Background: an optimization exercise with open tools, aiming at small area. Do not read the settings as production practice. RTL that was checked went through simulation tests only; none was proved equivalent to the original. Only the layout flow was run in runs 2 and 3; the RTL was not checked for function there. No driver is modelled on the clock port, so clock power and skew are understated where the tree is cut down; a real chip needs a root buffer or a tree. Power is estimated from default activity; no workload was simulated.

--- design.v ---
`timescale 1ns/1ps
module dac_table_8x_regslice_both
#(parameter 
    DataWidth=32
)(
    input ap_clk ,
    input ap_rst,
    input [DataWidth-1:0] data_in , 
    input vld_in , 
    output ack_in ,
    output [DataWidth-1:0] data_out, 
    output vld_out,
    input ack_out,
    output apdone_blk
);
reg   [1:0] B_V_data_1_state;
wire   [DataWidth-1:0] B_V_data_1_data_in;
reg   [DataWidth-1:0] B_V_data_1_data_out;
wire    B_V_data_1_vld_reg;
wire    B_V_data_1_vld_in;
wire    B_V_data_1_vld_out;
reg   [DataWidth-1:0] B_V_data_1_payload_A;
reg   [DataWidth-1:0] B_V_data_1_payload_B;
reg    B_V_data_1_sel_rd;
reg    B_V_data_1_sel_wr;
wire    B_V_data_1_sel;
wire    B_V_data_1_load_A;
wire    B_V_data_1_load_B;
wire    B_V_data_1_state_cmp_full;
wire    B_V_data_1_ack_in;
wire    B_V_data_1_ack_out;
always @ (posedge ap_clk) begin
    if (ap_rst == 1'b1) begin
        B_V_data_1_sel_rd <= 1'b0;
    end else begin
        if (((1'b1 == B_V_data_1_vld_out) & (1'b1 == B_V_data_1_ack_out))) begin
            B_V_data_1_sel_rd <= ~B_V_data_1_sel_rd;
        end else begin
            B_V_data_1_sel_rd <= B_V_data_1_sel_rd;
        end
    end
end
always @ (posedge ap_clk) begin
    if (ap_rst == 1'b1) begin
        B_V_data_1_sel_wr <= 1'b0;
    end else begin
        if (((1'b1 == B_V_data_1_vld_in) & (1'b1 == B_V_data_1_ack_in))) begin
            B_V_data_1_sel_wr <= ~B_V_data_1_sel_wr;
        end else begin
            B_V_data_1_sel_wr <= B_V_data_1_sel_wr;
        end
    end
end
always @ (posedge ap_clk) begin
    if (ap_rst == 1'b1) begin
        B_V_data_1_state <= 2'd0;
    end else begin
        if ((((2'd3 == B_V_data_1_state) & (1'b0 == B_V_data_1_vld_in) & (1'b1 == B_V_data_1_ack_out)) | ((2'd2 == B_V_data_1_state) & (1'b0 == B_V_data_1_vld_in)))) begin
            B_V_data_1_state <= 2'd2;
        end else if ((((2'd1 == B_V_data_1_state) & (1'b0 == B_V_data_1_ack_out)) | ((2'd3 == B_V_data_1_state) & (1'b0 == B_V_data_1_ack_out) & (1'b1 == B_V_data_1_vld_in)))) begin
            B_V_data_1_state <= 2'd1;
        end else if ((((2'd1 == B_V_data_1_state) & (1'b1 == B_V_data_1_ack_out)) | (~((1'b0 == B_V_data_1_ack_out) & (1'b1 == B_V_data_1_vld_in)) & ~((1'b0 == B_V_data_1_vld_in) & (1'b1 == B_V_data_1_ack_out)) & (2'd3 == B_V_data_1_state)) | ((2'd2 == B_V_data_1_state) & (1'b1 == B_V_data_1_vld_in)))) begin
            B_V_data_1_state <= 2'd3;
        end else begin
            B_V_data_1_state <= 2'd2;
        end
    end
end
always @ (posedge ap_clk) begin
    if ((1'b1 == B_V_data_1_load_A)) begin
        B_V_data_1_payload_A <= B_V_data_1_data_in;
    end
end
always @ (posedge ap_clk) begin
    if ((1'b1 == B_V_data_1_load_B)) begin
        B_V_data_1_payload_B <= B_V_data_1_data_in;
    end
end
always @ (*) begin
    if ((1'b1 == B_V_data_1_sel)) begin
        B_V_data_1_data_out = B_V_data_1_payload_B;
    end else begin
        B_V_data_1_data_out = B_V_data_1_payload_A;
    end
end
assign B_V_data_1_ack_in = B_V_data_1_state[1'd1];
assign B_V_data_1_load_A = (~B_V_data_1_sel_wr & B_V_data_1_state_cmp_full);
assign B_V_data_1_load_B = (B_V_data_1_state_cmp_full & B_V_data_1_sel_wr);
assign B_V_data_1_sel = B_V_data_1_sel_rd;
assign B_V_data_1_state_cmp_full = ((B_V_data_1_state != 2'd1) ? 1'b1 : 1'b0);
assign B_V_data_1_vld_out = B_V_data_1_state[1'd0];
assign ack_in = B_V_data_1_ack_in;
assign B_V_data_1_data_in = data_in;
assign B_V_data_1_vld_in = vld_in;
assign vld_out = B_V_data_1_vld_out;
assign data_out = B_V_data_1_data_out;
assign B_V_data_1_ack_out = ack_out;
assign apdone_blk = ((B_V_data_1_state == 2'd3 && ack_out == 1'b0) | (B_V_data_1_state == 2'd1));
endmodule  
module dac_table_8x_regslice_both_w1
#(parameter 
    DataWidth=1
)(
    input ap_clk ,
    input ap_rst,
    input data_in , 
    input vld_in , 
    output ack_in ,
    output data_out, 
    output vld_out,
    input ack_out,
    output apdone_blk
);
reg     [1:0] B_V_data_1_state;
wire    B_V_data_1_data_in;
reg     B_V_data_1_data_out;
wire    B_V_data_1_vld_reg;
wire    B_V_data_1_vld_in;
wire    B_V_data_1_vld_out;
reg     B_V_data_1_payload_A;
reg     B_V_data_1_payload_B;
reg     B_V_data_1_sel_rd;
reg     B_V_data_1_sel_wr;
wire    B_V_data_1_sel;
wire    B_V_data_1_load_A;
wire    B_V_data_1_load_B;
wire    B_V_data_1_state_cmp_full;
wire    B_V_data_1_ack_in;
wire    B_V_data_1_ack_out;
always @ (posedge ap_clk) begin
    if (ap_rst == 1'b1) begin
        B_V_data_1_sel_rd <= 1'b0;
    end else begin
        if (((1'b1 == B_V_data_1_vld_out) & (1'b1 == B_V_data_1_ack_out))) begin
            B_V_data_1_sel_rd <= ~B_V_data_1_sel_rd;
        end else begin
            B_V_data_1_sel_rd <= B_V_data_1_sel_rd;
        end
    end
end
always @ (posedge ap_clk) begin
    if (ap_rst == 1'b1) begin
        B_V_data_1_sel_wr <= 1'b0;
    end else begin
        if (((1'b1 == B_V_data_1_vld_in) & (1'b1 == B_V_data_1_ack_in))) begin
            B_V_data_1_sel_wr <= ~B_V_data_1_sel_wr;
        end else begin
            B_V_data_1_sel_wr <= B_V_data_1_sel_wr;
        end
    end
end
always @ (posedge ap_clk) begin
    if (ap_rst == 1'b1) begin
        B_V_data_1_state <= 2'd0;
    end else begin
        if ((((2'd3 == B_V_data_1_state) & (1'b0 == B_V_data_1_vld_in) & (1'b1 == B_V_data_1_ack_out)) | ((2'd2 == B_V_data_1_state) & (1'b0 == B_V_data_1_vld_in)))) begin
            B_V_data_1_state <= 2'd2;
        end else if ((((2'd1 == B_V_data_1_state) & (1'b0 == B_V_data_1_ack_out)) | ((2'd3 == B_V_data_1_state) & (1'b0 == B_V_data_1_ack_out) & (1'b1 == B_V_data_1_vld_in)))) begin
            B_V_data_1_state <= 2'd1;
        end else if ((((2'd1 == B_V_data_1_state) & (1'b1 == B_V_data_1_ack_out)) | (~((1'b0 == B_V_data_1_ack_out) & (1'b1 == B_V_data_1_vld_in)) & ~((1'b0 == B_V_data_1_vld_in) & (1'b1 == B_V_data_1_ack_out)) & (2'd3 == B_V_data_1_state)) | ((2'd2 == B_V_data_1_state) & (1'b1 == B_V_data_1_vld_in)))) begin
            B_V_data_1_state <= 2'd3;
        end else begin
            B_V_data_1_state <= 2'd2;
        end
    end
end
always @ (posedge ap_clk) begin
    if ((1'b1 == B_V_data_1_load_A)) begin
        B_V_data_1_payload_A <= B_V_data_1_data_in;
    end
end
always @ (posedge ap_clk) begin
    if ((1'b1 == B_V_data_1_load_B)) begin
        B_V_data_1_payload_B <= B_V_data_1_data_in;
    end
end
always @ (*) begin
    if ((1'b1 == B_V_data_1_sel)) begin
        B_V_data_1_data_out = B_V_data_1_payload_B;
    end else begin
        B_V_data_1_data_out = B_V_data_1_payload_A;
    end
end
assign B_V_data_1_ack_in = B_V_data_1_state[1'd1];
assign B_V_data_1_load_A = (~B_V_data_1_sel_wr & B_V_data_1_state_cmp_full);
assign B_V_data_1_load_B = (B_V_data_1_state_cmp_full & B_V_data_1_sel_wr);
assign B_V_data_1_sel = B_V_data_1_sel_rd;
assign B_V_data_1_state_cmp_full = ((B_V_data_1_state != 2'd1) ? 1'b1 : 1'b0);
assign B_V_data_1_vld_out = B_V_data_1_state[1'd0];
assign ack_in = B_V_data_1_ack_in;
assign B_V_data_1_data_in = data_in;
assign B_V_data_1_vld_in = vld_in;
assign vld_out = B_V_data_1_vld_out;
assign data_out = B_V_data_1_data_out;
assign B_V_data_1_ack_out = ack_out;
assign apdone_blk = ((B_V_data_1_state == 2'd3 && ack_out == 1'b0) | (B_V_data_1_state == 2'd1));
endmodule  
`timescale 1 ns / 1 ps
module dac_table_8x (
        ap_clk,
        ap_rst_n,
        table_r_address0,
        table_r_ce0,
        table_r_q0,
        iout_TDATA,
        iout_TVALID,
        iout_TREADY,
        iout_TKEEP,
        iout_TSTRB,
        iout_TLAST,
        qout_TDATA,
        qout_TVALID,
        qout_TREADY,
        qout_TKEEP,
        qout_TSTRB,
        qout_TLAST,
        iqout_TDATA,
        iqout_TVALID,
        iqout_TREADY,
        iqout_TKEEP,
        iqout_TSTRB,
        iqout_TUSER,
        iqout_TLAST
);
input   ap_clk;
input   ap_rst_n;
output  [15:0] table_r_address0;
output   table_r_ce0;
input  [255:0] table_r_q0;
output  [127:0] iout_TDATA;
output   iout_TVALID;
input   iout_TREADY;
output  [15:0] iout_TKEEP;
output  [15:0] iout_TSTRB;
output  [0:0] iout_TLAST;
output  [127:0] qout_TDATA;
output   qout_TVALID;
input   qout_TREADY;
output  [15:0] qout_TKEEP;
output  [15:0] qout_TSTRB;
output  [0:0] qout_TLAST;
output  [255:0] iqout_TDATA;
output   iqout_TVALID;
input   iqout_TREADY;
output  [31:0] iqout_TKEEP;
output  [31:0] iqout_TSTRB;
output  [7:0] iqout_TUSER;
output  [0:0] iqout_TLAST;
reg  [15:0] addr;      
reg         done_i;
reg         done_q;
reg         done_iq;
wire prime = done_i & done_q & done_iq;
wire ce    = (done_i | iout_TREADY) & (done_q | qout_TREADY) & (done_iq | iqout_TREADY);
wire last_prime = (addr[3:0] == 4'd11);
always @ (posedge ap_clk) begin
    if (~ap_rst_n) begin
        addr    <= 16'd0;
        done_i  <= 1'b1;
        done_q  <= 1'b1;
        done_iq <= 1'b1;
    end else begin
        if (ce)
            addr <= addr + 16'd1;
        if (prime) begin
            done_i  <= ~last_prime;
            done_q  <= ~last_prime;
            done_iq <= ~last_prime;
        end else if (ce) begin
            done_i  <= 1'b0;
            done_q  <= 1'b0;
            done_iq <= 1'b0;
        end else begin
            done_i  <= done_i  | iout_TREADY;
            done_q  <= done_q  | qout_TREADY;
            done_iq <= done_iq | iqout_TREADY;
        end
    end
end
wire [7:0] g = addr[7:0] - 8'd12;
assign table_r_address0 = addr;
assign table_r_ce0 = ce;
assign iout_TVALID  = ~done_i;
assign qout_TVALID  = ~done_q;
assign iqout_TVALID = ~done_iq;
assign iout_TDATA = table_r_q0[127:0];
assign qout_TDATA = table_r_q0[255:128];
genvar l;
generate
    for (l = 0; l < 8; l = l + 1) begin : lane
        assign iqout_TDATA[32*l+15:32*l]    = table_r_q0[16*l+15:16*l];
        assign iqout_TDATA[32*l+31:32*l+16] = table_r_q0[128+16*l+15:128+16*l];
    end
endgenerate
assign iout_TLAST  = (g == 8'd255);
assign qout_TLAST  = (g == 8'd255);
assign iqout_TLAST = (g == 8'd255);
assign iqout_TUSER = g;
assign iout_TKEEP  = 16'd0;
assign iout_TSTRB  = 16'd0;
assign qout_TKEEP  = 16'd0;
assign qout_TSTRB  = 16'd0;
assign iqout_TKEEP = 32'd0;
assign iqout_TSTRB = 32'd0;
endmodule
--- flow/run.sh ---
#!/bin/bash
# Standard ORFS layout, except:
#  - the constant-0 outputs share one tie cell instead of one tie cell each
#  - port buffers are buf_1 (the outputs only drive 10 fF)
#  - a small clock buffer for the 19 flip-flops
set -euo pipefail
bash standard.sh \
  SKIP_REPAIR_TIE_FANOUT=1 \
  'BUFFER_PORTS_ARGS=-buffer_cell sky130_fd_sc_hd__buf_1' \
  'CTS_BUF_LIST=sky130_fd_sc_hd__clkbuf_4' \
  finish > orfs_flow.log 2>&1
--- standard.sh ---
#!/bin/bash
# synth_recipe.tcl (not shown) runs the flow's synth.tcl, then flattens the netlist and writes it again
# the make line also repeats each setting of config.mk as NAME=value (left out here)
make -C /OpenROAD-flow-scripts/flow DESIGN_CONFIG=/design/flow/config.mk WORK_HOME=/design/flow/orfs CLKGATE_MAP_FILE= SYNTH_SCRIPT=/design/flow/synth_recipe.tcl "${@:-finish}"
--- config.mk ---
export PLATFORM = sky130hd
export DESIGN_NAME = dac_table_8x
export DESIGN_NICKNAME = dac_table_8x
export VERILOG_FILES = /design/flow/design.v
export SDC_FILE = /design/flow/constraint.sdc
export NUM_CORES = 4
export LEC_CHECK = 0
export CAP_MARGIN = 20
export CORE_AREA = 10 10 350 350
export DIE_AREA = 0 0 360 360
export SLEW_MARGIN = 20
--- constraint.sdc ---
create_clock -name core_clock -period 5.0 [get_ports {ap_clk}]
set_input_delay 1.0000 -clock core_clock [delete_from_list [all_inputs] [get_ports {ap_clk}]]
set_output_delay 1.0000 -clock core_clock [all_outputs]
set_load 0.01 [all_outputs]
==> run notes, run 1 <==
Pwr:
- Dividing total power by cell area gives a power density of 161.7 nW/um^2.
- Summed over all nets, the switching power comes to 0.2387 mW.
- Net switching is 48.55% of the power.
- Cell internal power was estimated by the tool at 0.2530 mW.
- The share of total power in sequential cells is about 43%.
- Combinational logic burns 40.0% of the power.
- IR analysis of the VDD net gives a maximum drop of just under 0.2 mV.
- For this design the static power due to leakage is about 0.43 nW.
- The clock network power share is 16.6%.

Detailed routing:
- The first routing iteration left 103 violations.
- The first detailed-routing pass ran for 4 iterations.
- The overall via count from detail_route is between 1500 and 2000.
- The number of nets with antenna violations after detailed routing is 0.
- The wire length per cell is about 32 um.
- The remaining design rule violation count is 0.
- The overall routed net length is 52660 um.
- In the routed layout, each cell is associated on average with a via count of 1.159.

Layout:
- Cells with a size suffix above 1 make up approximately 4.5% of the layout.
- The number of antenna diodes in the final layout is 0.
- The multi-input combinational cells in the finished layout cover a total of slightly below 600 sq um.
- The area growth from synthesis to layout is -47.91%.
- The number of fill cells is 13760.
- For this run, the post-layout net count is 422.
- The sequential cells in the finished layout cover a total of around 380 sq um.

Clocking:
- The number of post-CTS setup repair buffers is 0.
- The post-CTS clock slew at the launch and capture registers of the worst setup and hold paths is 0.11 ns.
- The source-to-sink clock delay at the later pin of the worst-skew pair is between 0.3 and 0.4 ns.
- CTS built an H-tree with a depth of 1.
- The clock sink count is 19.
- The hold-fix buffer count after cts is 0.
- The clock tree from TritonCTS is done.
- The quantity of gates resized following cts is 0.
- Counting along the longest clock path gives a buffer depth of 2.
- The library cell used as clock root buffer is sky130_fd_sc_hd__clkbuf_4.
- The clock buffer count from CTS is 3.

GRT:
- The largest net degree at the start of global routing is ~130.
- The overflow left after global routing is 0.
- For this run, the total global-route usage over all layers was measured as roughly 7.6%.
- The initial antenna violation count was 0.
- The number of global-route vias before repair is 2148.
- The global-route wire length before repair is between 50000 and 60000 um.

Floorplan:
- The die covers between 100000 and 150000 sq um.
- The count of pins on the block boundary is 932.
- Measured along the x axis, the die boundary spans 360 um.
- The initial core utilization is about 5%.
- The height of the die is 360 um.
- The number of placement rows is 124.
- The core region is 114500 sq um.

Yosys:
- For this run, the register share of the synthesized area comes to 6.517%.
- The average instance in the mapped netlist occupies 7.640 sq um.
- The adder-cell share of the synthesized area is 0.8574%.
- Summing the areas of all compound-gate instances in the mapped netlist gives 2.637% of the synthesized area.
- The largest total area in the synthesized netlist belongs to sky130_fd_sc_hd__buf_4.
- Multiplexer cells account for 0.1715% of the synthesized area.
- Synthesis handed over a netlist of 764 instances.
- The number of unique standard cell types used by synthesis is 28.
- The cell area that synthesis handed to floorplanning was between 5000 and 6000 sq um.
- When the netlist entered floorplanning its net count stood at about 1000.
- The number of flops mapped to enable cells by yosys is 0.
- The async set-reset flop share out of synthesis is 0%.
- By area, the combinational part of the netlist is dominated by buffers and inverters.
- The most frequent cell after synthesis is sky130_fd_sc_hd__buf_4.
- In the post-synthesis netlist, the biggest area contributors are sky130_fd_sc_hd__buf_4 (83%), sky130_fd_sc_hd__dfxtp_1 (6.5%), sky130_fd_sc_hd__xnor2_1 (1.2%).
- After synthesis the netlist holds a flip-flop and latch count of 19.
- The most common flop cell mapped by yosys is sky130_fd_sc_hd__dfxtp_1.
- Of the total synthesized cell area, the portion taken by AND, OR, NAND and NOR gates is 4.094%.
- Summing the areas of all xor and xnor instances in the mapped netlist gives under 10% of the synthesized area.
- In the synthesized netlist, the cells that appear most often are sky130_fd_sc_hd__buf_4 (644), sky130_fd_sc_hd__dfxtp_1 (19), sky130_fd_sc_hd__nor2_1 (16).
- Summed over its instances, the top area cell type makes up between 80% and 90% of the synthesized netlist area.
- For this run, the number of Yosys warnings is 1.

Timing:
- The transition time at the pin with the least slew margin is 0.5405 ns.
- The count of final max-slew check failures came to 0.
- The worst pin sits at a relative slew slack of 63.03%.
- Static timing analysis puts the maximum clock frequency at 316.3 MHz.
- Summed over all failing endpoints, the final setup total negative slack is 0 ns.
- The worst-case clock skew is just under 0.005 ns.
- Setup violations remaining at the end of the flow were counted as 0.
- The worst path needs 3.162 ns of the cycle, external delays included.
- Setup repair after global routing left no endpoint under its margin.
- The hold violation count in the final report was 0.
- After layout, the worst path uses between 60% and 70% of the clock period.
- The post-layout worst setup margin is 1.838 ns.

Place:
- At the placement stage, the worst setup path has a slack of 1.992 ns.
- The routability-driven placement congestion ratio is 0.7381.
- The total of buffers placed on input and output ports is 35.
- The HPWL after detailed placement is 50440 um.

Worst setup path:
- STA classifies the critical path endpoint as an output pin.
- The slowest stage cell on the critical path is sky130_fd_sc_hd__a2111oi_0.
- The data arrival at the endpoint of the critical path is 2.16 ns.
- The largest fanout of any net on the critical path is 12.
- Walking the worst path, the cells encountered are a2111oi_0 -> xor2_1 -> nand3_1 -> nor2_1 -> buf_1.
- The element type at the critical path start is a flop.
- The worst setup path is of the reg2out kind.
- The worst endpoint required time is 4.00 ns.
- For this run, the slowest stage of the critical path takes 0.57 ns.

Status:
- The run finished with no timing, DRC or antenna violations.

Worst hold path:
- The path type of the worst min-delay path is reg2reg.

Flow run:
- Max-cap violations in this run came to 0.
## cell usage in the layout (no fill, tap or decap), types with 2 or more instances in the layout
cell type and n:
sky130_fd_sc_hd__nor4_1 4, sky130_fd_sc_hd__xnor2_1 8, sky130_fd_sc_hd__a21oi_1 7, sky130_fd_sc_hd__o31ai_1 2, sky130_fd_sc_hd__xor2_1 6, sky130_fd_sc_hd__dfxtp_1 19, sky130_fd_sc_hd__or3_1 4, sky130_fd_sc_hd__o211a_1 2
sky130_fd_sc_hd__nor2_1 16, sky130_fd_sc_hd__buf_1 35, sky130_fd_sc_hd__o21ai_0 6, sky130_fd_sc_hd__clkbuf_4 3, sky130_fd_sc_hd__o211ai_1 2, sky130_fd_sc_hd__ha_1 4, sky130_fd_sc_hd__nand2_1 6, sky130_fd_sc_hd__inv_1 8
sky130_fd_sc_hd__nand3_1 7, sky130_fd_sc_hd__nor3_1 3, sky130_fd_sc_hd__nand4_1 5
## stage by stage
| stage | hold slack, ns | total power [mW] | util, % | std cells | cell area (sq um) |
|---|---|---|---|---|---|
| floorplan | 0.4896 | 0.8469 | - | 764 | 5837 |
| global placement | 0.4629 | 0.4094 | 2.631 | 1664 | 3013 |
| detailed placement | 0.4759 | 0.4102 | 2.631 | 1664 | 3013 |
| CTS | 0.4920 | 0.4914 | 2.655 | 1668 | 3040 |
| global route | 0.5072 | 0.5258 | 2.655 | 1668 | 3040 |
| finish | 0.4953 | 0.4917 | 2.655 | 1668 | 3040 |
## cell type report
type	count	area share [%]
clock buffers	3	0.7407
clock inverters	1	0.1646
inverters	8	0.9877
multi-input cells	90	19.05
flip-flops and latches	19	12.51
well taps	1512	62.22
repair buffers	35	4.321
## path summary, 6_finish.rpt
kind	cells past startpoint	slack, ns	endpoint	startpoint
min	2	0.50	addr[15]$_SDFFE_PN0P_	addr[15]$_SDFFE_PN0P_
max reg2reg	4	3.15	addr[13]$_SDFFE_PN0P_	addr[5]$_SDFFE_PN0P_
min reg2reg	2	0.50	addr[15]$_SDFFE_PN0P_	addr[15]$_SDFFE_PN0P_
max	5	1.84	iout_TLAST[0]	addr[4]$_SDFFE_PN0P_
## kinds of logic after synthesis
group                    after synthesis
AO/OA/AOI/OAI                         22
XOR/XNOR                              14
adder cells (fa/ha/maj)                4
buffers and inverters                655
flip-flops                            19
multiplexers                           1
other                                  1
AND/OR/NAND/NOR                       48
## worst max-delay path, delay by kind of cell (launching register included)
family | cells | cell delay [ns]
AO/OA/AOI/OAI | 1 | 0.57
flip-flops | 1 | 0.44
AND/OR/NAND/NOR | 2 | 0.39
XOR/XNOR | 1 | 0.26
buffers and inverters | 1 | 0.20
## power by group through the flow
stage / clock, mW / sequential, mW / combinational (mW)
after CTS: 0.0832 / 0.212 / 0.196
after global routing: 0.0902 / 0.216 / 0.220
after global placement: 0 / 0.214 / 0.196
final: 0.0815 / 0.213 / 0.197
after detailed placement: 0 / 0.214 / 0.196
after floorplan: 0 / 0.207 / 0.640
## flip-flops by register name, indices dropped and copies added (netlist names)
register / flops
done_q: 1
done_iq: 1
addr: 16
done_i: 1
## routing by layer
layer,wire length [um],vias to the layer above,GRT usage (%)
met5,191,-,1.220
met4,1365,8,1.816
met3,24380,76,16.86
met2,20740,670,10.60
met1,5994,686,2.459
li1,-,494,-
==> run 2: changes to the inputs <==
--- a/design.v
+++ b/design.v
@@ -253,6 +253,14 @@
 wire prime = done_i & done_q & done_iq;
 wire ce    = (done_i | iout_TREADY) & (done_q | qout_TREADY) & (done_iq | iqout_TREADY);
 wire last_prime = (addr[3:0] == 4'd11);
+wire [15:0] tog;
+assign tog[0] = ce;
+genvar k;
+generate
+    for (k = 1; k < 16; k = k + 1) begin : inc
+        assign tog[k] = tog[k-1] & addr[k-1];
+    end
+endgenerate
 always @ (posedge ap_clk) begin
     if (~ap_rst_n) begin
         addr    <= 16'd0;
@@ -260,8 +268,7 @@
         done_q  <= 1'b1;
         done_iq <= 1'b1;
     end else begin
-        if (ce)
-            addr <= addr + 16'd1;
+        addr <= addr ^ tog;
         if (prime) begin
             done_i  <= ~last_prime;
             done_q  <= ~last_prime;
@@ -277,7 +284,22 @@
         end
     end
 end
-wire [7:0] g = addr[7:0] - 8'd12;
+wire [7:0] g;
+wire [5:0] b = addr[7:2];
+wire [5:0] bw;    
+assign g[1:0] = addr[1:0];
+assign g[2]  = ~b[0];
+assign g[3]  = b[1] ^ b[0];
+assign bw[1] = ~(b[1] & b[0]);
+genvar m;
+generate
+    for (m = 2; m < 6; m = m + 1) begin : dec
+        assign g[m+2] = b[m] ^ bw[m-1];
+        if (m < 5) begin : br
+            assign bw[m] = ~b[m] & bw[m-1];
+        end
+    end
+endgenerate
 assign table_r_address0 = addr;
 assign table_r_ce0 = ce;
 assign iout_TVALID  = ~done_i;
==> run notes, run 2 <==
Status:
- The flow ran to the end and the layout has no timing, DRC or antenna violations.

Pwr:
- The total power draw is 0.4414 mW (-10%).
- The internal power is 0.2392 mW (-5.5%).
- The share of power burned in combinational logic is 35.4% (-4.6 points).
- The share of total power in sequential cells is 45.7% (+2.3 points).
- The leakage power figure is 0.5471 nW (+28%).
- The ratio of total power to cell area is 149.0 nW/um^2 (-7.8%).
- The switching power of the nets is 0.2022 mW (-15%).
- The maximum vdd ir drop was 0.06971 mV (-65%).
- The fraction of power spent switching nets is 45.82% (-2.7 points).
- The clock network power share is 18.9% (+2.3 points).

Yosys:
- The portion of synthesized cell area occupied by the leading cell type is 84.26% (+1.4 points).
- The total number of yosys warnings is 1 (unchanged).
- The number of unique standard cell types used by synthesis is 18 (-36%).
- The largest area contributor in the synthesized netlist is sky130_fd_sc_hd__buf_4.
- The number of flops mapped to enable cells by yosys is 0 (unchanged).
- Sorting the synthesized cells by area gives the leading types as sky130_fd_sc_hd__buf_4 (84%), sky130_fd_sc_hd__dfxtp_1 (6.6%), sky130_fd_sc_hd__ha_1 (4.6%).
- The cell area after synthesis came to 5738 sq um (-1.7%).
- The post-synth net total is 1011 (-1.7%).
- Counting instances in the post-synthesis netlist gives the leading cell types as sky130_fd_sc_hd__buf_4 (644), sky130_fd_sc_hd__ha_1 (21), sky130_fd_sc_hd__dfxtp_1 (19).
- The number of cells produced by synthesis was 729 (-4.6%).
- The part of the Yosys area used for sequential elements came to 6.629% (+0.11 points).
- The async set-reset flop share out of synthesis is 0% (unchanged).
- The most common flop cell mapped by yosys is sky130_fd_sc_hd__dfxtp_1.
- The average footprint of a synthesized cell is 7.871 sq um (+3.0%).
- The number of synthesized register bits is 19 (unchanged).
- The most frequent cell after synthesis is sky130_fd_sc_hd__buf_4.

Worst setup path:
- The critical path in this run is classified as in2reg.
- The delay of the slowest cell on the worst path is 0.21 ns (-0.36 ns).
- The data arrival at the endpoint of the critical path is 4.30 ns (+2.14 ns).
- The signal on the critical path passes through buf_1 -> nor2_1 -> nor3_2 -> ha_1 -> ha_1 -> ha_1 -> ha_1 -> ha_1 -> ha_1 -> ha_1 -> ha_1 -> ha_1 -> ha_1 -> ha_1 -> ha_1 -> ha_1 -> ha_1 -> ha_1 -> xnor2_1 -> nor2_1.
- The slowest stage cell on the critical path is sky130_fd_sc_hd__nor2_1.
- The largest fanout of any net on the critical path is 4 (-8).
- The cell occurring most often along the worst timing path is sky130_fd_sc_hd__ha_1.
- The kind of capture point of the worst setup path is a flop.
- The setup slack on the worst flop-to-flop path is 1.34 ns (-1.81 ns).
- The worst reg2reg path endpoint is addr[15]$_SDFF_PN0_.
- The worst setup path is launched from an input port.
- The launch point of the worst reg-to-reg path is done_q$_SDFF_PN1_.
- The number of cells on the worst reg-to-reg path is 19 (+15).
- The worst endpoint required time came to 5.20 ns (+1.20 ns).

Timing:
- The tightest hold margin is 0.5435 ns (+0.04821 ns).
- The highest achievable clock rate is 243.8 MHz (-23%).
- The normalized max-slew margin is 55.76% (-7.3 points).
- The worst-case clock skew is 0.002469 ns (-0.002448 ns).
- The hold violation count in the final report came to 0 (unchanged).
- The count of endpoints failing setup in the final report is 0 (unchanged).
- The transition time at the pin with the least slew margin is 0.6664 ns (+0.1258 ns).
- The sum of negative setup slack is 0 ns (unchanged).
- The final cycle utilization of the critical path came to 82.02% (+19 points).
- The clock period minus worst slack came to 4.101 ns (+0.9395 ns).
- Setup repair after global routing left no endpoint under its margin.
- The count of final max-slew check failures is 0 (unchanged).

Floorplan:
- The count of pins on the block boundary came to 932 (unchanged).
- The height of the die came to 360 um (unchanged).
- The die area is 129600 sq um (unchanged).
- The standard cell core area came to 114500 sq um (unchanged).
- The number of placement rows is 124 (unchanged).
- The floorplan die width is 360 um (unchanged).
- The initial core utilization was 5.011% (-0.086 points).

Layout:
- The number of nets in the layout is 407 (-3.6%).
- From synthesis to final layout, the design area changed by -48.39%.
- The number of flip-flops under the largest register name is 16 (unchanged).
- Leaving out fill and tap cells, the most frequent cell in the layout is sky130_fd_sc_hd__buf_1.
- The fraction of final layout cells with drive strength greater than 1 came to 7.258% (+2.8 points).
- The register with the highest flop count is addr.
- In the layout the commonest cells are sky130_fd_sc_hd__buf_1 (35), sky130_fd_sc_hd__ha_1 (21), sky130_fd_sc_hd__dfxtp_1 (19).

Clocking:
- The clock tree from TritonCTS is done.
- The number of levels the H-tree was split into is 1 (unchanged).
- The source-to-sink clock delay at the later pin of the worst-skew pair came to 0.30 ns (about the same).
- The number of post-CTS setup repair buffers is 0 (unchanged).
- The clock sink count is 19 (unchanged).
- The quantity of gates resized following cts is 0 (unchanged).
- The clock buffer count from CTS is 3 (unchanged).
- The hold-fix buffer count after cts came to 0 (unchanged).
- The tree is rooted in a sky130_fd_sc_hd__clkbuf_4.
- The number of buffers between clock root and the deepest sink was 2 (unchanged).
- The post-CTS clock slew at the launch and capture registers of the worst setup and hold paths is 0.11 ns (about the same).

Worst hold path:
- The number of cells traversed by the worst hold path is 2 (unchanged).
- The min-delay analysis places its worst path in the category reg2reg.
- The start point of the worst min-delay path is addr[15]$_SDFF_PN0_.
- The worst hold path terminates at addr[15]$_SDFF_PN0_.

Detailed routing:
- The overall routed net length came to 58930 um (+12%).
- The average vias per placed instance came to 1.015 (-12%).
- The number of nets with antenna violations after detailed routing came to 0 (unchanged).
- The number of iterations in the first detailed-routing pass is 3 (-1).
- The DRC marker count from the first detailed-route iteration is 86 (-17%).
- The remaining design rule violation count is 0 (unchanged).
- The overall via count from detail_route is 1661 (-14%).
- The wire length per cell is 36.00 um (+14%).

Place:
- The HPWL after detailed placement is 56920 um (+13%).
- The total of buffers placed on input and output ports was 35 (unchanged).
- The routability-driven placement congestion ratio is 0.6699 (-9.2%).

GRT:
- The global-route wire length before repair was 63500 um (+9.5%).
- The overflow left after global routing is 0 (unchanged).
- The number of global-route vias before repair is 1724 (-20%).
- The combined global-route utilization of all metal layers is 8.588% (+0.96 points).
- The largest net degree at the start of global routing is 129 (unchanged).
- The initial antenna violation count is 3 (+3).

Flow run:
- The number of max-cap violations is 0 (unchanged).
==> run 2: changes by cell type after synthesis, sizes merged, moves of 3 or more <==
cell / delta
o21ai: -3
and2: +15
nor2: -11
nor4: -4
ha: +17
nand3: -6
nand2: -6
xnor2: -7
or3: -4
xor2: -5
inv: +5
a21oi: -7
nand4: -5
==> run 2: logic make-up after synthesis <==
logic type,after synthesis,share of synthesized area [%]
buffers and inverters,658,85.19
and+or+nand+nor,24,2.682
adders and majority gates,21,4.579
DFF,19,6.629
AOI/OAI and AO/OA,4,0.5451
xor gates and xnor gates,2,0.3053
other,1,0.06535
==> run 2: layout make-up <==
type,instances,area (sq um)
Sequential cell,19,380.4
Clock buffer,4,30.03
Timing Repair Buffer,36,138.9
Tap cell,1512,1892
Fill cell,13740,111500
Multi-Input combinational cell,52,469.2
Antenna cell,1,2.502
Inverter,13,48.80
==> run 2: worst max-delay path, delay by kind of cell <==
family                     cells  cell delay (ns)
adders and majority gates     15             2.74
buffers and inverters          1             0.07
xor gates and xnor gates       1             0.16
and+or+nand+nor                3             0.37
==> run 2: metrics by stage <==
step,worst slack (ns),utilization (%),area (sq um),std cells
detailed placement,0.5651,2.558,2929,1632
global placement,0.6087,2.558,2929,1632
global route,0.7177,2.587,2962,1637
finish,0.8989,2.587,2962,1637
CTS,0.8804,2.584,2959,1636
floorplan,0.8034,-,5738,729
==> run 2: how the worst max path moves through the flow <==
stage / startpoint / endpoint / slack (ns) / cells past startpoint
3_3_place_gp: qout_TREADY / addr[15]$_SDFF_PN0_ / 0.61 / 20
5_1_grt: qout_TREADY / addr[15]$_SDFF_PN0_ / 0.72 / 20
2_1_floorplan: qout_TREADY / addr[14]$_SDFF_PN0_ / 0.80 / 18
3_5_place_dp: qout_TREADY / addr[15]$_SDFF_PN0_ / 0.57 / 20
6_report: qout_TREADY / addr[15]$_SDFF_PN0_ / 0.90 / 20
4_1_cts: qout_TREADY / addr[15]$_SDFF_PN0_ / 0.88 / 20
==> run 2: routing by layer <==
layer,routed length (um),GRT usage (%),vias up
met5,378,2.070,-
met4,2135,2.664,8
met3,26680,18.55,80
met2,23770,12.21,704
met1,5965,2.515,517
li1,-,-,352
==> run 2: power by group through the flow <==
stage	sequential [mW]	clock, mW	combinational (mW)
2_1_floorplan	0.193	0	0.597
3_3_place_gp	0.205	0	0.166
3_5_place_dp	0.206	0	0.165
4_1_cts	0.202	0.0857	0.166
5_1_grt	0.207	0.0971	0.184
6_report	0.202	0.0832	0.156
==> run 3: changes to the inputs <==
==> flow/run.sh (replaced) <==
#!/bin/bash
# Standard ORFS layout, except:
#  - the constant-0 outputs share one tie cell instead of one tie cell each
#  - port buffers are buf_1 (the outputs only drive 10 fF)
#  - the clock tree is one clkbuf_4 driving all 19 flip-flops
set -euo pipefail
bash standard.sh \
  SKIP_REPAIR_TIE_FANOUT=1 \
  'BUFFER_PORTS_ARGS=-buffer_cell sky130_fd_sc_hd__buf_1' \
  'CTS_ARGS=-buf_list sky130_fd_sc_hd__clkbuf_4 -root_buf sky130_fd_sc_hd__clkbuf_4 -dont_use_dummy_load -repair_clock_nets' \
  finish > orfs_flow.log 2>&1
==> run notes, run 3 <==
Status:
- The run finished with no timing, DRC or antenna violations.

Worst setup path:
- The largest fanout of any net on the critical path is 4 (unchanged).
- The kind of cell with the highest combined delay on the critical path is adder cells.
- On the critical path, the stage with the largest delay is an instance of sky130_fd_sc_hd__nor2_1.
- The worst endpoint required time came to 5.20 ns (about the same).
- Walking the worst path, the cells encountered are buf_1 -> nor2_1 -> nor3_2 -> ha_1 -> ha_1 -> ha_1 -> ha_1 -> ha_1 -> ha_1 -> ha_1 -> ha_1 -> ha_1 -> ha_1 -> ha_1 -> ha_1 -> ha_1 -> ha_1 -> ha_1 -> xnor2_1 -> nor2_1.
- The critical path is of the in2reg type.
- The data arrival at the endpoint of the critical path is 4.30 ns (about the same).
- The most numerous cell type found on the critical path is sky130_fd_sc_hd__ha_1.
- The number of buffers and inverters on the critical path is 1 (unchanged).
- STA classifies the critical path startpoint as an input port.
- The delay of the slowest cell on the worst path is 0.21 ns (about the same).
- The kind of capture point of the worst setup path is a flop.

Timing:
- The final cycle utilization of the critical path is 82.12% (+0.10 points).
- The transition time at the pin with the least slew margin is 0.6722 ns (+0.005829 ns).
- The hold violation count in the final report is 0 (unchanged).
- The post-layout worst setup margin is 0.8939 ns (-0.005028 ns).
- The clock period minus worst slack is 4.106 ns (+0.005028 ns).
- The count of endpoints failing setup in the final report is 0 (unchanged).
- The sum of negative setup slack is 0 ns (unchanged).
- Setup repair after global routing left no endpoint under its margin.
- The worst-case clock skew is 0.009315 ns (+0.006847 ns).
- The highest achievable clock rate was 243.5 MHz (-0.12%).
- The count of final max-slew check failures is 0 (unchanged).
- The normalized max-slew margin is 55.37% (-0.39 points).

Yosys:
- The post-synth net total is 1011 (unchanged).
- The largest total area in the synthesized netlist belongs to sky130_fd_sc_hd__buf_4.
- Among all flip-flop cells after synthesis, the most frequent one is sky130_fd_sc_hd__dfxtp_1.
- The async set-reset flop share out of synthesis came to 0% (unchanged).
- The number of unique standard cell types used by synthesis is 18 (unchanged).
- After synthesis, the cell types taking the most area are sky130_fd_sc_hd__buf_4 (84%), sky130_fd_sc_hd__dfxtp_1 (6.6%), sky130_fd_sc_hd__ha_1 (4.6%).
- The most frequent cell after synthesis is sky130_fd_sc_hd__buf_4.
- The average footprint of a synthesized cell is 7.871 sq um (unchanged).
- The part of the Yosys area used for sequential elements is 6.629% (unchanged).
- The commonest cells after synthesis are sky130_fd_sc_hd__buf_4 (644), sky130_fd_sc_hd__ha_1 (21), sky130_fd_sc_hd__dfxtp_1 (19).
- The number of synthesized register bits is 19 (unchanged).
- The number of cells produced by synthesis was 729 (unchanged).
- The portion of synthesized cell area occupied by the leading cell type came to 84.26% (unchanged).
- The total number of yosys warnings came to 1 (unchanged).
- The cell area after synthesis is 5738 sq um (unchanged).
- The number of flops mapped to enable cells by yosys is 0 (unchanged).

Clocking:
- The post-CTS clock slew at the launch and capture registers of the worst setup and hold paths is 0.10 ns (about the same).
- The number of buffers between clock root and the deepest sink is 2 (unchanged).
- The number of post-CTS setup repair buffers is 0 (unchanged).
- The clock sink count was 19 (unchanged).
- The number of levels the H-tree was split into is 1 (unchanged).
- The quantity of gates resized following cts was 0 (unchanged).
- The hold-fix buffer count after cts was 0 (unchanged).
- TritonCTS built the clock tree.
- The source-to-sink clock delay at the later pin of the worst-skew pair is 0.29 ns (about the same).
- The clock buffer count from CTS is 3 (unchanged).
- The library cell used as clock root buffer is sky130_fd_sc_hd__clkbuf_4.

Pwr:
- The total power draw is 0.4301 mW (-2.6%).
- The ratio of total power to cell area was 145.6 nW/um^2 (-2.3%).
- The maximum vdd ir drop is 0.08234 mV (+18%).
- The leakage power figure was 0.5425 nW (-0.84%).

GRT:
- The combined global-route utilization of all metal layers is 8.560% (-0.028 points).
- The overflow left after global routing is 0 (unchanged).
- The number of global-route vias before repair came to 1729 (+0.29%).
- The global-route wire length before repair came to 63160 um (-0.54%).
- The largest net degree at the start of global routing is 129 (unchanged).
- The initial antenna violation count was 3 (unchanged).

Floorplan:
- The initial core utilization is 5.011% (unchanged).
- The count of pins on the block boundary is 932 (unchanged).
- The die area was 129600 sq um (unchanged).
- The number of placement rows is 124 (unchanged).
- The height of the die is 360 um (unchanged).
- The floorplan die width came to 360 um (unchanged).
- The standard cell core area is 114500 sq um (unchanged).

Place:
- The HPWL after detailed placement is 56920 um (unchanged).
- The routability-driven placement congestion ratio is 0.6699 (unchanged).
- The post-placement setup slack came to 0.5651 ns (unchanged).
- The total of buffers placed on input and output ports is 35 (unchanged).

Layout:
- The library cell used most frequently in the layout, excluding fill and tap cells, is sky130_fd_sc_hd__buf_1.
- The sequential cell area was 380.4 sq um (unchanged).
- Relative to the synthesized area, the layout overhead comes to -48.52%.
- The number of nets in the layout is 407 (unchanged).
- The number of fill cells is 13740 (unchanged).
- In the layout the commonest cells are sky130_fd_sc_hd__buf_1 (35), sky130_fd_sc_hd__ha_1 (21), sky130_fd_sc_hd__dfxtp_1 (19).
- The area of combinational cells with multiple inputs is 469.2 sq um (unchanged).
- The register with the highest flop count is addr.
- The number of flip-flops under the largest register name was 16 (unchanged).
- The fraction of final layout cells with drive strength greater than 1 was 6.504% (-0.75 points).

Detailed routing:
- The overall via count from detail_route was 1654 (-0.42%).
- The DRC marker count from the first detailed-route iteration is 80 (-7.0%).
- The remaining design rule violation count came to 0 (unchanged).
- The number of iterations in the first detailed-routing pass was 4 (+1).
- The wire length per cell is 35.94 um (-0.16%).
- The overall routed net length was 58800 um (-0.23%).
- The number of nets with antenna violations after detailed routing was 0 (unchanged).
- The average vias per placed instance came to 1.011 (-0.36%).

Flow run:
- The number of max-cap violations is 0 (unchanged).

Worst hold path:
- The tightest min-delay check is of the reg2reg type.
run 3: cell counts after synthesis:
Identical to the previous run, type by type.
run 3: where the power goes:
group          switching [mW]  total, mW  internal [mW]
Clock                  0.0438     0.0718         0.0280
Combinational           0.123      0.156         0.0332
Sequential             0.0325      0.202          0.169
run 3: path summary, 6_finish.rpt:
| check | end | slack, ns | depth (start not counted) | startpoint |
|---|---|---|---|---|
| worst min-delay path | addr[15]$_SDFF_PN0_ | 0.54 | 2 | addr[15]$_SDFF_PN0_ |
| worst max register to register | addr[15]$_SDFF_PN0_ | 1.35 | 19 | done_q$_SDFF_PN1_ |
| worst min register to register | addr[15]$_SDFF_PN0_ | 0.54 | 2 | addr[15]$_SDFF_PN0_ |
| worst max-delay path | addr[15]$_SDFF_PN0_ | 0.89 | 20 | qout_TREADY |
run 3: routing by layer:
metal  track usage (%)  vias to the layer above  part of all wire (%)
met5             1.701                        -                  0.53
met4             2.608                        8                   3.6
met3             18.26                       80                    45
met2             12.13                      686                    40
met1             2.712                      529                    11
li1                  -                      351                     -
run 3: logic make-up (layout without fill, tap and decap cells):
group           after synthesis  after routing  share of synthesized area, %
buf+inv                     658             52                         85.19
compound gates                4              4                        0.5451
fa+ha+maj                    21             21                         4.579
flops                        19             19                         6.629
other cells                   1              2                       0.06535
simple gates                 24             24                         2.682
xor+xnor                      2              2                        0.3053
run 3: area by class of cell:
cell class	instances	share of cell area (%)
sequential	19	12.88
timing repair buffer	36	4.701
tap	1512	64.04
antenna	1	0.08471
multi-input combinational	52	15.88
inverter	13	1.652
clock buffer	3	0.7624
run 3: worst reg2reg max path, cell delays in order (launching register included):
cell and delay (ns):
sky130_fd_sc_hd__dfxtp_1 0.34, sky130_fd_sc_hd__nor2_1 0.21, sky130_fd_sc_hd__nor3_2 0.11, sky130_fd_sc_hd__ha_1 0.21
sky130_fd_sc_hd__ha_1 0.18, sky130_fd_sc_hd__ha_1 0.18, sky130_fd_sc_hd__ha_1 0.18, sky130_fd_sc_hd__ha_1 0.18
sky130_fd_sc_hd__ha_1 0.18, sky130_fd_sc_hd__ha_1 0.18, sky130_fd_sc_hd__ha_1 0.18, sky130_fd_sc_hd__ha_1 0.18
sky130_fd_sc_hd__ha_1 0.18, sky130_fd_sc_hd__ha_1 0.18, sky130_fd_sc_hd__ha_1 0.18, sky130_fd_sc_hd__ha_1 0.18
sky130_fd_sc_hd__ha_1 0.18, sky130_fd_sc_hd__ha_1 0.19, sky130_fd_sc_hd__xnor2_1 0.16, sky130_fd_sc_hd__nor2_1 0.05
run 3: per-stage QoR:
stage          std cells  hold slack (ns)  utilization (%)  area, sq um
3_3_place_gp        1632           0.5148            2.558         2929
4_1_cts             1635           0.5557            2.578         2952
2_1_floorplan        729           0.5227                -         5738
5_1_grt             1636           0.6058            2.580         2954
6_report            1636           0.5433            2.580         2954
3_5_place_dp        1632           0.5265            2.558         2929
==> run 4: changes to the inputs <==
--- a/design.v
+++ b/design.v
@@ -247,11 +247,11 @@
 output  [7:0] iqout_TUSER;
 output  [0:0] iqout_TLAST;
 reg  [15:0] addr;      
-reg         done_i;
-reg         done_q;
-reg         done_iq;
-wire prime = done_i & done_q & done_iq;
-wire ce    = (done_i | iout_TREADY) & (done_q | qout_TREADY) & (done_iq | iqout_TREADY);
+reg         vld_i;
+reg         vld_q;
+reg         vld_iq;
+wire prime = ~vld_i & ~vld_q & ~vld_iq;
+wire ce    = (~vld_i | iout_TREADY) & (~vld_q | qout_TREADY) & (~vld_iq | iqout_TREADY);
 wire last_prime = (addr[3:0] == 4'd11);
 wire [15:0] tog;
 assign tog[0] = ce;
@@ -263,24 +263,24 @@
 endgenerate
 always @ (posedge ap_clk) begin
     if (~ap_rst_n) begin
-        addr    <= 16'd0;
-        done_i  <= 1'b1;
-        done_q  <= 1'b1;
-        done_iq <= 1'b1;
+        addr   <= 16'd0;
+        vld_i  <= 1'b0;
+        vld_q  <= 1'b0;
+        vld_iq <= 1'b0;
     end else begin
         addr <= addr ^ tog;
         if (prime) begin
-            done_i  <= ~last_prime;
-            done_q  <= ~last_prime;
-            done_iq <= ~last_prime;
+            vld_i  <= last_prime;
+            vld_q  <= last_prime;
+            vld_iq <= last_prime;
         end else if (ce) begin
-            done_i  <= 1'b0;
-            done_q  <= 1'b0;
-            done_iq <= 1'b0;
+            vld_i  <= 1'b1;
+            vld_q  <= 1'b1;
+            vld_iq <= 1'b1;
         end else begin
-            done_i  <= done_i  | iout_TREADY;
-            done_q  <= done_q  | qout_TREADY;
-            done_iq <= done_iq | iqout_TREADY;
+            vld_i  <= vld_i  & ~iout_TREADY;
+            vld_q  <= vld_q  & ~qout_TREADY;
+            vld_iq <= vld_iq & ~iqout_TREADY;
         end
     end
 end
@@ -302,9 +302,9 @@
 endgenerate
 assign table_r_address0 = addr;
 assign table_r_ce0 = ce;
-assign iout_TVALID  = ~done_i;
-assign qout_TVALID  = ~done_q;
-assign iqout_TVALID = ~done_iq;
+assign iout_TVALID  = vld_i;
+assign qout_TVALID  = vld_q;
+assign iqout_TVALID = vld_iq;
 assign iout_TDATA = table_r_q0[127:0];
 assign qout_TDATA = table_r_q0[255:128];
 genvar l;
==> flow/run.sh (replaced) <==
#!/bin/bash
# Standard ORFS layout (standard.sh), except:
#  - ABC maps for area (synth.tcl, area.abc) and Yosys's adder extraction is off;
#    the rest of synthesis is the standard flow's synth_recipe.tcl unchanged
#  - the constant-0 outputs share one tie cell instead of one tie cell each
#  - port buffers are buf_1 (the outputs only drive 10 fF)
#  - the clock tree is a single clkbuf_8 driving all 19 flip-flops (post_cts.tcl)
set -euo pipefail
F=$PWD/flow
export AREA_ABC_SCRIPT=$F/area.abc
export FLOW_SYNTH_TCL=$PWD/synth_recipe.tcl
bash standard.sh \
  SYNTH_SCRIPT=$F/synth.tcl \
  ADDER_MAP_FILE= \
  SKIP_REPAIR_TIE_FANOUT=1 \
  'BUFFER_PORTS_ARGS=-buffer_cell sky130_fd_sc_hd__buf_1' \
  'CTS_ARGS=-buf_list sky130_fd_sc_hd__clkbuf_4 -root_buf sky130_fd_sc_hd__clkbuf_8 -repair_clock_nets' \
  POST_CTS_TCL=$F/post_cts.tcl \
  finish > orfs_flow.log 2>&1
==> flow/area.abc (new file) <==
strash
dch
amap
topo
==> flow/post_cts.tcl (new file) <==
# The design has only 19 flip-flops: drive them all from CTS's root buffer and
# remove the leaf buffers and dummy loads CTS added below it.
set block [ord::get_db_block]
set root [$block findInst clkbuf_0_ap_clk]
set rootnet [[$root findITerm X] getNet]
set kill {}
foreach it [$rootnet getITerms] {
  set inst [$it getInst]
  if {$inst eq $root} { continue }
  if {[[$it getMTerm] getIoType] ne "INPUT"} { continue }
  set master [[$inst getMaster] getName]
  if {[string match "sky130_fd_sc_hd__clkbuf_*" $master]} { lappend kill $inst }
}
foreach buf $kill {
  set net [[$buf findITerm X] getNet]
  foreach it [$net getITerms] {
    if {[$it getInst] eq $buf} { continue }
    set inst [$it getInst]
    if {[string match "sky130_fd_sc_hd__clkinv_*" [[$inst getMaster] getName]] && [string match "clkload*" [$inst getName]]} {
      odb::dbInst_destroy $inst
      continue
    }
    $it disconnect
    $it connect $rootnet
  }
  odb::dbInst_destroy $buf
  odb::dbNet_destroy $net
}
puts "post_cts: removed [llength $kill] leaf clock buffers"
detailed_placement
check_placement -verbose
estimate_parasitics -placement
report_checks -path_delay min_max
==> flow/synth.tcl (new file) <==
# The standard synthesis (synth_recipe.tcl, run unchanged), with ABC mapping
# for area: the ABC script is replaced by area.abc and no delay target is given.
proc abc {args} {
  set i [lsearch -exact $args -script]
  if {$i >= 0} { set args [lreplace $args $i [expr {$i + 1}] -script $::env(AREA_ABC_SCRIPT)] }
  set j [lsearch -exact $args -D]
  if {$j >= 0} { set args [lreplace $args $j [expr {$j + 1}]] }
  yosys abc {*}$args
}
source $::env(FLOW_SYNTH_TCL)
--- a/config.mk
+++ b/config.mk
@@ -6,6 +6,6 @@
 export NUM_CORES = 4
 export LEC_CHECK = 0
 export CAP_MARGIN = 20
-export CORE_AREA = 10 10 350 350
-export DIE_AREA = 0 0 360 360
+export CORE_AREA = 10 10 190 190
+export DIE_AREA = 0 0 200 200
 export SLEW_MARGIN = 20
==> run notes, run 4 <==
Yosys:
- The number of flops mapped to enable cells by yosys is 0 (unchanged).
- By area the synthesized netlist is led by sky130_fd_sc_hd__buf_4 (86%), sky130_fd_sc_hd__dfxtp_1 (6.8%), sky130_fd_sc_hd__nor2_1 (1.6%).
- The number of synthesized register bits is 19 (unchanged).
- The cell area after synthesis is 5604 sq um (-2.3%).
- The portion of synthesized cell area occupied by the leading cell type is 86.27% (+2.0 points).
- The average footprint of a synthesized cell was 7.553 sq um (-4.0%).
- sky130_fd_sc_hd__buf_4 is the most common cell in the netlist.
- By count the netlist is led by sky130_fd_sc_hd__buf_4 (644), sky130_fd_sc_hd__nor2_1 (24), sky130_fd_sc_hd__dfxtp_1 (19).
- The number of cells produced by synthesis is 742 (+1.8%).
- The most common flop cell mapped by yosys is sky130_fd_sc_hd__dfxtp_1.
- The total number of yosys warnings is 1 (unchanged).
- The largest area contributor in the synthesized netlist is sky130_fd_sc_hd__buf_4.
- The part of the Yosys area used for sequential elements is 6.787% (+0.16 points).
- The number of unique standard cell types used by synthesis was 17 (-1).
- The async set-reset flop share out of synthesis is 0% (unchanged).
- The post-synth net total is 1003 (-0.79%).

Floorplan:
- The initial core utilization is 17.62% (+13 points).
- The floorplan die width is 200 um (-44%).
- The number of placement rows came to 65 (-48%).
- The height of the die was 200 um (-44%).

Status:
- The flow stopped in I/O pin placement (3_2_place_iop).
- The tool reported: "[ERROR PPL-0024] Number of IO pins (932) exceeds maximum number of available positions (718). Increase the die perimeter from 800.00um to 1267.52um".
- The flow did not finish.
-- run 4: cells by family after synthesis --
kind of cell,count (synthesis),synth area share [%]
buffers and inverters,648,86.54
flip-flops,19,6.787
AO/OA/AOI/OAI,17,1.786
other,1,0.06691
AND/OR/NAND/NOR,57,4.823
==> run 5: changes to the inputs <==
--- a/config.mk
+++ b/config.mk
@@ -6,6 +6,6 @@
 export NUM_CORES = 4
 export LEC_CHECK = 0
 export CAP_MARGIN = 20
-export CORE_AREA = 10 10 190 190
-export DIE_AREA = 0 0 200 200
+export CORE_AREA = 10 10 350 350
+export DIE_AREA = 0 0 360 360
 export SLEW_MARGIN = 20
==> run notes, run 5 <==
Yosys:
- The average footprint of a synthesized cell is 7.553 sq um (unchanged).
- The number of cells produced by synthesis came to 742 (unchanged).
- The portion of synthesized cell area occupied by the leading cell type is 86.27% (unchanged).
- The part of the Yosys area used for sequential elements is 6.787% (unchanged).
- In the synthesized netlist the dominant register cell turns out to be sky130_fd_sc_hd__dfxtp_1.
- The number of synthesized register bits is 19 (unchanged).
- The number of unique standard cell types used by synthesis came to 17 (unchanged).
- The post-synth net total came to 1003 (unchanged).
- In the post-synthesis netlist, the biggest area contributors are sky130_fd_sc_hd__buf_4 (86%), sky130_fd_sc_hd__dfxtp_1 (6.8%), sky130_fd_sc_hd__nor2_1 (1.6%).
- In the synthesized netlist, the cells that appear most often are sky130_fd_sc_hd__buf_4 (644), sky130_fd_sc_hd__nor2_1 (24), sky130_fd_sc_hd__dfxtp_1 (19).
- Of all cell types, the one taking the most synthesized area is sky130_fd_sc_hd__buf_4.
- The async set-reset flop share out of synthesis is 0% (unchanged).
- The number of flops mapped to enable cells by yosys came to 0 (unchanged).
- The most frequent cell after synthesis is sky130_fd_sc_hd__buf_4.
- The total number of yosys warnings is 1 (unchanged).
- The cell area after synthesis is 5604 sq um (unchanged).

Detailed routing:
- In the routed layout, each cell is associated on average with a via count of 1.044.
- After detailed routing, the met3 layer carries between 20000 and 25000 um of wire.
- The overall via count from detail_route is between 1500 and 2000.
- The overall routed net length is 50360 um.
- The number of nets with antenna violations after detailed routing is 0.
- The number of iterations in the first detailed-routing pass is 4.
- The detailed router finished its first iteration with 95 violations.
- The met1 wire length is ~4700 um.
- After detailed routing, the met2 layer carries 20170 um of wire.
- The uppermost layer routed is met5.
- The wire length per cell is 30.59 um.
- The remaining design rule violation count is 0.

GRT:
- The number of global-route vias before repair is 1900.
- The global-route wire length before repair is 54650 um.
- The largest net degree at the start of global routing is about 130.
- The initial antenna violation count is 0.
- In the global route stage, overall resource usage came out at 7.288%.
- The overflow left after global routing is 0.

Layout:
- The number of diodes is 0.
- Relative to the synthesized area, the layout overhead comes to -49.92%.
- The design area is around 2800 sq um.
- The number of fill cells is 13770.
- The library cells used most frequently in the layout, excluding fill and tap cells, are sky130_fd_sc_hd__buf_1 (35), sky130_fd_sc_hd__nor2_1 (24), sky130_fd_sc_hd__dfxtp_1 (19).
- At the end of the flow, the number of nets in the layout was around 400.
- The utilization after layout is 2.451%.
- The fraction of final layout cells with drive strength greater than 1 is 0.7463%.
- The most common library cell in the layout ignoring fill and taps is sky130_fd_sc_hd__buf_1.
- addr holds more flip-flops than any other register.
- The number of flip-flops under the largest register name is 16.

Worst setup path:
- The element type at the critical path start is an input port.
- The delay of the slowest cell on the worst path is 0.38 ns.
- Among the stages of the critical path, the cell type that occurs most often is sky130_fd_sc_hd__nor2_1.
- In this run the worst path has a maximum fanout of 4.
- The data arrival at the endpoint of the critical path is roughly 3.9 ns.
- STA puts the critical path data required time at a little over 5 ns.
- The slowest stage of the critical path is the sky130_fd_sc_hd__nor3_1 cell.
- The kind of critical path is in2reg.
- The kind of capture point of the worst setup path is a flop.
- Traced cell by cell, the critical path runs through buf_1 -> nor2b_1 -> nor3_1 -> and2_0 -> nand2_1 -> nor2_1 -> and2_0 -> nand2_1 -> nor2_1 -> nand2_1 -> nor2_1 -> and2_0 -> and3_1 -> and3_1 -> and3_1 -> nor2_1 -> a211oi_1.

Timing:
- On the final layout, the worst hold slack is a little under 0.5 ns.
- Between clock sinks in the finished design, the worst skew comes to 0.0008707 ns.
- Timing would allow up to 262.4 MHz.
- Setup repair after global routing left no endpoint under its margin.
- The clock period minus worst slack is approximately 3.8 ns.
- The count of final max-slew check failures is 0.
- In the finished design, the share of the clock period the worst path needs comes to 76.23%.
- Setup violations remaining at the end of the flow were counted as 0.
- The hold violation count in the final report came to 0.
- Adding up every negative setup slack in the final design gives 0 ns.

Floorplan:
- The count of pins on the block boundary is 932.
- The height of the die came to 360 um (+80%).
- The standard cell core area is 114500 sq um.
- The die area is around 130000 sq um.
- The initial core utilization came to 4.894% (-13 points).
- The number of placement rows is 124 (+91%).
- The floorplan die width is 360 um (+80%).

Place:
- The total of buffers placed on input and output ports is 35.
- The routability-driven placement congestion ratio is 0.7086.
- Summed over all nets, the half-perimeter wirelength after detailed placement is 48200 um.
- Once placement finished, the instance area stood at approximately 2800 sq um.

Worst hold path:
- In this run the worst hold path is classified as reg2reg.

Pwr:
- VDD sags by at most approximately 0.22 mV.
- The ratio of total power to cell area is between 100 and 150 nW/um^2.
- The total power draw is 0.3993 mW.
- The leakage power figure is 0.3352 nW.

Clocking:
- After clock tree synthesis, the clock-pin slew on the worst setup and hold paths is 0.11 ns.
- The source-to-sink clock delay at the later pin of the worst-skew pair is 0.16 ns.
- The clock sink count is 19.

Flow run:
- The tool flagged a number of max-cap violations equal to 0.

Status:
- The run finished with no timing, DRC or antenna violations.
run 5: cell counts after synthesis:
No cell type changed its count.
run 5: area by class of cell:
type	count	area [sq um]	area share, %
well taps	1512	1892	67.41
flip-flops and latches	19	380.4	13.55
multi-input cells	75	374.1	13.33
repair buffers	35	131.4	4.681
inverters	4	15.01	0.5350
clock buffers	1	13.76	0.4904
run 5: cell families after synthesis:
family,synth area share [%]
AOI/OAI and AO/OA,1.786
buffers and inverters,86.54
DFF,6.787
other,0.06691
and+or+nand+nor,4.823
run 5: report_power, final:
part	leakage, nW	internal, mW	total [mW]	switching [mW]
logic	0.174	0.0386	0.150	0.112
registers	0.154	0.171	0.194	0.0232
clock network	0.00719	0.0187	0.0551	0.0364
total	0.335	0.228	0.399	0.172
run 5: stage by stage:
step / worst slack (ns) / cells
6_report: 1.188 / 1646
5_1_grt: 0.6454 / 1646
3_5_place_dp: 0.9808 / 1645
3_3_place_gp: 1.128 / 1645
2_1_floorplan: 1.259 / 742
run 5: per-layer routing:
metal  track usage (%)  vias up
met5            0.3697        -
met2             10.39      664
li1                  -      410
met4             2.123        2
met1             1.910      555
met3             16.35       87
run 5: critical path, delay by kind of cell:
family                 cells  cell delay (ns)
AO/OA/AOI/OAI              1             0.19
AND/OR/NAND/NOR           15             2.63
buffers and inverters      1             0.07
run 5: worst paths after layout:
check	startpoint	to	slack, ns	cells after the start
max	qout_TREADY	addr[15]$_SDFF_PN0_	1.19	17
max reg2reg	vld_q$_SDFF_PN0_	addr[15]$_SDFF_PN0_	1.64	16
min	addr[15]$_SDFF_PN0_	addr[15]$_SDFF_PN0_	0.48	1
min reg2reg	addr[15]$_SDFF_PN0_	addr[15]$_SDFF_PN0_	0.48	1
==> run 6: changes to the inputs <==
--- a/design.v
+++ b/design.v
@@ -253,14 +253,6 @@
 wire prime = ~vld_i & ~vld_q & ~vld_iq;
 wire ce    = (~vld_i | iout_TREADY) & (~vld_q | qout_TREADY) & (~vld_iq | iqout_TREADY);
 wire last_prime = (addr[3:0] == 4'd11);
-wire [15:0] tog;
-assign tog[0] = ce;
-genvar k;
-generate
-    for (k = 1; k < 16; k = k + 1) begin : inc
-        assign tog[k] = tog[k-1] & addr[k-1];
-    end
-endgenerate
 always @ (posedge ap_clk) begin
     if (~ap_rst_n) begin
         addr   <= 16'd0;
@@ -268,7 +260,7 @@
         vld_q  <= 1'b0;
         vld_iq <= 1'b0;
     end else begin
-        addr <= addr ^ tog;
+        if (ce) addr <= addr + 16'd1;
         if (prime) begin
             vld_i  <= last_prime;
             vld_q  <= last_prime;
@@ -284,22 +276,7 @@
         end
     end
 end
-wire [7:0] g;
-wire [5:0] b = addr[7:2];
-wire [5:0] bw;    
-assign g[1:0] = addr[1:0];
-assign g[2]  = ~b[0];
-assign g[3]  = b[1] ^ b[0];
-assign bw[1] = ~(b[1] & b[0]);
-genvar m;
-generate
-    for (m = 2; m < 6; m = m + 1) begin : dec
-        assign g[m+2] = b[m] ^ bw[m-1];
-        if (m < 5) begin : br
-            assign bw[m] = ~b[m] & bw[m-1];
-        end
-    end
-endgenerate
+wire [7:0] g = addr[7:0] - 8'd12;
 assign table_r_address0 = addr;
 assign table_r_ce0 = ce;
 assign iout_TVALID  = vld_i;
==> flow/area.abc (replaced) <==
strash
&get -n
&deepsyn -T 60
&put
dch
amap
topo
==> run notes, run 6 <==
Layout:
- The utilization after layout is 2.438% (-0.013 points).
- The number of diodes is 0 (unchanged).
- The number of cells in the finished layout apart from fillers is 1644 (-0.12%).
- Leaving out fill and tap cells, the most frequent cells in the layout are sky130_fd_sc_hd__buf_1 (35), sky130_fd_sc_hd__nor2_1 (23), sky130_fd_sc_hd__dfxtp_1 (19).
- The most common library cell in the layout ignoring fill and taps is sky130_fd_sc_hd__buf_1.
- The number of nets in the layout was 394 (-0.76%).
- The register with the highest flop count is addr.
- The number of flip-flops under the largest register name is 16 (unchanged).
- The fraction of final layout cells with drive strength greater than 1 is 1.515% (+0.77 points).
- The area overhead of the layout relative to synthesis is -49.99%.

Status:
- The run finished with no timing, DRC or antenna violations.

Pwr:
- The leakage power figure came to 0.3308 nW (-1.3%).
- The share of power burned in combinational logic is 36.5% (-1.2 points).
- The fraction of power spent switching nets is 44.07% (+1.1 points).
- The clock network power share was 16.4% (+2.6 points).
- The switching power of the nets came to 0.1785 mW (+4.1%).
- The maximum vdd ir drop is 0.3120 mV (+39%).

Worst setup path:
- The largest fanout of any net on the critical path is 4 (unchanged).
- The worst endpoint required time was 5.09 ns (about the same).
- The worst setup path is captured at a flop.
- The data arrival at the endpoint of the critical path is 3.92 ns (+0.03 ns).
- The element type at the critical path start is an input port.
- The setup path with the least slack is of type in2reg.

Detailed routing:
- The DRC marker count from the first detailed-route iteration came to 109 (+15%).
- The average vias per placed instance is 1.057 (+1.2%).
- The overall via count from detail_route is 1737 (+1.1%).
- The number of nets with antenna violations after detailed routing is 0 (unchanged).
- The number of iterations in the first detailed-routing pass was 7 (+3).
- The overall routed net length is 54210 um (+7.6%).

Floorplan:
- The floorplan die width is 360 um (unchanged).
- The height of the die came to 360 um (unchanged).
- The standard cell core area came to 114500 sq um (unchanged).
- The die area is 129600 sq um (unchanged).

Timing:
- The final cycle utilization of the critical path is 76.74% (+0.50 points).
- The sum of negative setup slack is 0 ns (unchanged).
- The count of final max-slew check failures came to 0 (unchanged).
- The clock period minus worst slack came to 3.837 ns (+0.02524 ns).
- The tightest hold margin is 0.4881 ns (+0.006525 ns).
- The post-layout worst setup margin is 1.163 ns (-0.02524 ns).
- The hold violation count in the final report is 0 (unchanged).
- The worst-case clock skew was 0.001090 ns (+0.0002193 ns).
- The highest achievable clock rate is 260.6 MHz (-0.66%).
- The count of endpoints failing setup in the final report came to 0 (unchanged).

GRT:
- The overflow left after global routing was 0 (unchanged).
- The combined global-route utilization of all metal layers is 7.846% (+0.56 points).
- The global-route wire length before repair came to 58330 um (+6.7%).
- The initial antenna violation count was 0 (unchanged).
- The met3 track demand over resource is 17.00% (+0.65 points).
- The global-route met1 utilization was 2.262% (+0.35 points).
- The largest net degree at the start of global routing was 129 (unchanged).

Yosys:
- The number of synthesized register bits was 19 (unchanged).
- The post-synth net total is 1000 (-0.30%).
- The average footprint of a synthesized cell is 7.553 sq um (about the same).
- The portion of synthesized cell area occupied by the leading cell type came to 86.62% (+0.35 points).
- The number of flops mapped to enable cells by yosys is 0 (unchanged).
- Yosys instantiated no cell more often than sky130_fd_sc_hd__buf_4.
- The total number of yosys warnings is 1 (unchanged).
- After synthesis, the most frequently instantiated cells are sky130_fd_sc_hd__buf_4 (644), sky130_fd_sc_hd__nor2_1 (23), sky130_fd_sc_hd__dfxtp_1 (19).
- The number of unique standard cell types used by synthesis is 15 (-2).
- The number of cells produced by synthesis is 739 (-0.40%).
- The part of the Yosys area used for sequential elements is 6.815% (+0.027 points).

Place:
- The post-placement setup slack is 1.042 ns (+0.06074 ns).
- The HPWL after detailed placement is 52160 um (+8.2%).
- The total instance count after detailed placement is 1642 (-0.18%).
- The total of buffers placed on input and output ports was 35 (unchanged).

Flow run:
- The number of max-cap violations came to 0 (unchanged).

Worst hold path:
- The number of cells traversed by the worst hold path was 1 (unchanged).
- The path type of the worst min-delay path is reg2reg.

Clocking:
- The post-CTS clock slew at the launch and capture registers of the worst setup and hold paths is 0.11 ns (about the same).
- The clock sink count is 19 (unchanged).
- The source-to-sink clock delay at the later pin of the worst-skew pair is 0.17 ns (about the same).
## run 6: layout make-up
type,count,area [sq um],share of cell area [%]
Inverter,7,26.28,0.9413
Tap cell,1512,1892,67.77
Timing Repair Buffer,35,131.4,4.706
Clock buffer,2,21.27,0.7620
Sequential cell,19,380.4,13.63
Multi-Input combinational cell,69,340.3,12.19
## run 6: kinds of logic (layout without fill, tap and decap cells)
| logic type | Yosys count | count (layout) | synth area share [%] |
|---|---|---|---|
| buffers and inverters | 651 | 44 | 87.09 |
| AOI/OAI and AO/OA | 16 | 16 | 1.748 |
| and+or+nand+nor | 52 | 52 | 4.281 |
| other | 1 | 1 | 0.06718 |
| DFF | 19 | 19 | 6.815 |
## run 6: stage by stage
step	power, mW	instance area [sq um]
3_3_place_gp	0.3402	2770
2_1_floorplan	0.7910	5582
3_5_place_dp	0.3418	2770
6_report	0.4051	2791
5_1_grt	0.4353	2791
## run 6: worst max-delay path, stage by stage
cell                       delay [ns]
sky130_fd_sc_hd__buf_1           0.06
sky130_fd_sc_hd__nor2b_1         0.05
sky130_fd_sc_hd__nor3_1          0.29
sky130_fd_sc_hd__clkinv_1        0.18
sky130_fd_sc_hd__nor2_1          0.23
sky130_fd_sc_hd__nand2_1         0.12
sky130_fd_sc_hd__nor3_1          0.31
sky130_fd_sc_hd__nand2_1         0.12
sky130_fd_sc_hd__nor2_1          0.19
sky130_fd_sc_hd__nand2_1         0.10
sky130_fd_sc_hd__nor2_1          0.19
sky130_fd_sc_hd__and2_0          0.21
sky130_fd_sc_hd__and3_1          0.21
sky130_fd_sc_hd__and3_1          0.22
sky130_fd_sc_hd__and3_1          0.21
sky130_fd_sc_hd__nor2_1          0.05
sky130_fd_sc_hd__a211oi_1        0.19
## run 6: power groups by stage
stage | Sequential (mW) | Clock [mW] | Combinational, mW
2_1_floorplan | 0.194 | 0 | 0.597
3_3_place_gp | 0.193 | 0 | 0.147
3_5_place_dp | 0.194 | 0 | 0.148
5_1_grt | 0.194 | 0.0741 | 0.168
6_report | 0.191 | 0.0665 | 0.148
## run 6: worst paths after layout
check / from / endpoint / slack (ns)
min reg2reg: addr[15]$_SDFFE_PN0P_ / addr[15]$_SDFFE_PN0P_ / 0.49
max reg2reg: vld_q$_SDFF_PN0_ / addr[15]$_SDFFE_PN0P_ / 1.61
max: qout_TREADY / addr[15]$_SDFFE_PN0P_ / 1.16
min: addr[15]$_SDFFE_PN0P_ / addr[15]$_SDFFE_PN0P_ / 0.49
## run 6: metal layers
layer | up-vias | routed length, um
met2 | 681 | 22100
met1 | 568 | 5358
met3 | 88 | 24690
li1 | 396 | -
met4 | 4 | 1904
met5 | - | 160

Setup slack of run 6, layout unchanged: 1.163 ns with ideal ports, 1.157 ns with driving cells assumed (clock clkbuf_16, inputs buf_2), 0.967 ns with port delays also shifted by the 0.190 ns mid clock arrival.
